This is an optimization exercise on Yosys and OpenROAD, whose aim is small area, not a production implementation.
Only simulation tests tie the RTL to the original design; equivalence was not proved.
Power and IR drop assume default switching activity.

Design Car_alarm_system, start of the top module:
module Car_alarm_system(in,reset,power,siren,stat,clk);
 input reset,clk;
 input [4:0]in;
 output power,siren,stat;
 wire brk = in[4], hids = in[3], ign = in[2], dd = in[1], pd = in[0];
 wire door = dd | pd;
 reg pp, pw;
 always @(posedge clk) begin
   pp <= ign & ((pp & ~reset) | (hids & brk));
   pw <= pp & ~reset;
 end
 assign power = pw;
 localparam [8:0] D_RST = 9'd432;  
 reg [8:0] d;
 reg hh, ckk;
 wire g = (d[7:0] == 8'd236);
 wire tick = ~reset & g;
 always @(posedge clk) begin
   d <= reset ? D_RST : {d[7:0], d[8] ^ d[3] ^ g};
   hh <= ~reset & (hh ^ g);
   ckk <= ~reset & (ckk ^ (hh & g));
 end
 wire ck = ~reset & ckk;
 localparam [3:0] S_DR = 4'b0000, S_A0 = 4'b0001, S_EB = 4'b1000, S_AR = 4'b0100,
                  S_AL = 4'b1100, S_AC = 4'b1101;
 reg [3:0] q;
 wire [3:0] qs = reset ? S_A0 : q;
 wire is_a0 = (qs[3:2] != 2'b11) & ~qs[1] & qs[0];
 wire is_ea = qs[1];
 wire is_ar = qs == S_AR, is_eb = qs == S_EB, is_dr = qs == S_DR;
 wire is_al = qs == S_AL, is_ac = qs == S_AC;
 wire star = is_ar | is_ea | is_ac;
 wire [1:0] st = is_ea ? (qs[0] ? 2'd2 : 2'd1) : is_ac ? 2'd3 : 2'd0;
 reg k, start;
 wire start_v = star & (k | start);
 reg [3:0] count;
 reg [1:0] p;
 reg cr;
 wire cr_s = cr & ~reset;
 wire cz = (count == 4'd0);
 wire exp = cr_s & ~cz;
 wire [3:0] val = (p == 2'd0) ? 4'd10 : (p == 2'd1) ? 4'd8 : (p == 2'd2) ? 4'd15 : 4'd3;
 always @(posedge clk) begin
   k <= star & ~k;
   start <= start_v;
   p <= st;
   if (cr_s) begin
     if (tick & ~start) begin count <= val; cr <= 1'b0; end
     else begin count <= cz ? count : count - 4'd1; cr <= 1'b1; end
   end else begin
     cr <= tick & start & cz;
     if (~start) count <= val;
     else if (tick) count <= cz ? 4'd4 : count - 4'd1;
   end
 end
 wire [3:0] a0 = {1'b0, ck, 2'b01};
 reg [3:0] nq;
 always @* begin
   nq = qs;
   if (ign) nq = S_DR;
   else if (door) begin
     if (is_a0) nq = {1'b0, ck, 1'b1, pd};
     else if (is_dr | is_ar) nq = S_EB;
     else if (is_eb | is_ea) nq = exp ? S_AL : qs;
     else nq = S_AL;
   end else begin
     if (is_a0) nq = a0;
     else if (is_dr | is_eb) nq = S_AR;
     else if (is_ar | is_ac) nq = exp ? a0 : qs;
     else if (is_al) nq = S_AC;
     else nq = start_v ? a0 : S_AR;  
   end
 end
 always @(posedge clk) q <= nq;
 assign siren = ~reset & q[3] & q[2];
 assign stat = ~reset & q[2];
endmodule
For scale: roughly 26 flip-flops, ~1200 um2 of cells after synthesis.
export LEC_CHECK = 0
export CAP_MARGIN = 20
export CORE_MARGIN = 2
export CORE_UTILIZATION = 40
export SLEW_MARGIN = 20
create_clock -name core_clock -period 15.0 [get_ports {clk}]
standard.sh (not shown) runs the stock make flow with config.mk's settings and CLKGATE_MAP_FILE= SYNTH_SCRIPT=/design/flow/synth_recipe.tcl, a recipe that flattens the netlist after the stock synthesis.
==> flow/flow/run.sh <==
#!/bin/bash
# The standard layout (the standard.sh, ORFS from synthesis to finish) with
# two changes: the port buffers that buffer_ports inserts are buf_1 cells, and
# clock tree synthesis inserts no dummy loads. The make output goes to
# standard.log; ORFS keeps each step's log under orfs/logs/.
set -euo pipefail
export BUFFER_PORTS_ARGS="-buffer_cell sky130_fd_sc_hd__buf_1"
export CTS_ARGS="-repair_clock_nets -dont_use_dummy_load -buf_list sky130_fd_sc_hd__clkbuf_8 -root_buf sky130_fd_sc_hd__clkbuf_8"
bash standard.sh > standard.log 2>&1
The first run finished clean.
Rerun with:
--- a/flow/flow/run.sh
+++ b/flow/flow/run.sh
@@ -7,3 +7,3 @@
 export BUFFER_PORTS_ARGS="-buffer_cell sky130_fd_sc_hd__buf_1"
-export CTS_ARGS="-repair_clock_nets -dont_use_dummy_load -buf_list sky130_fd_sc_hd__clkbuf_8 -root_buf sky130_fd_sc_hd__clkbuf_8"
+export CTS_ARGS="-sink_clustering_enable -sink_clustering_size 40 -sink_clustering_max_diameter 500 -repair_clock_nets -dont_use_dummy_load -buf_list sky130_fd_sc_hd__clkbuf_8 -root_buf sky130_fd_sc_hd__clkbuf_8"
 bash standard.sh > standard.log 2>&1
What happened: The changed run finished with timing, DRC and antenna clean; fmax does not change; total power stays the same; global-route usage does not change; register-to-register slack is about the same; synthesized area is unchanged; count of clock-buffer cells in the layout is unchanged; sequential share of layout area stays the same.
Rerun with:
==> flow/run.sh (new file) <==
#!/bin/bash
# synth_recipe.tcl (not shown) runs the flow's synth.tcl, then flattens the netlist and writes it again
# the make line also repeats each setting of config.mk as NAME=value (left out here)
make -C /OpenROAD-flow-scripts/flow DESIGN_CONFIG=/design/flow/config.mk WORK_HOME=/design/flow/orfs CLKGATE_MAP_FILE= SYNTH_SCRIPT=/design/flow/synth_recipe.tcl finish
--- a/flow/config.mk
+++ b/flow/config.mk
@@ -10,2 +10,3 @@
 export CORE_UTILIZATION = 40
+export CTS_BUF_LIST = sky130_fd_sc_hd__clkbuf_8
 export SLEW_MARGIN = 20
removed: flow/flow/run.sh
removed: flow/standard.sh
Result: The changed run finished with timing, DRC and antenna clean; cell count goes up by 0.61%; critical path depth stays the same; hold slack improved by 0.0088 ns; total power is higher by 16%; first-iteration DRC count goes up by 70%; core utilization rose by 2.9 points; die area stays the same; sequential power barely changes; clock-buffer cell count is unchanged; non-clock buffer count does not change.

-- what the ideal ports hide --
The results above use ideal ports. As a check the final layouts listed here were re-extracted and re-timed, cells and wires unchanged.
Step 1 (the two cells are an assumption about what drives the block):
set clk [get_ports {clk}]
set_driving_cell -lib_cell sky130_fd_sc_hd__clkbuf_16 $clk
set_driving_cell -lib_cell sky130_fd_sc_hd__buf_2 [delete_from_list [all_inputs] $clk]
Step 2, shift: input delay + t, output delay - t, t = (earliest + latest rising clock arrival at the registers) / 2. This alone moves slack from input paths to output paths.
a / b / c = ideal / step 1 / step 2; a / b = the first two.
run | t (ns) | setup slack, ns | worst hold slack (ns) | worst data-port slew with drivers (ns)
the first run | 0.283 | 7.813 / 7.784 / 7.784 | 0.422 / 0.422 / 0.422 | 0.03
the second run | 0.283 | 7.813 / 7.784 / 7.784 | 0.422 / 0.422 / 0.422 | 0.03
the third run | 0.286 | 7.169 / 7.141 / 7.141 | 0.431 / 0.431 / 0.431 | 0.03
After both steps every run listed still meets setup and hold.
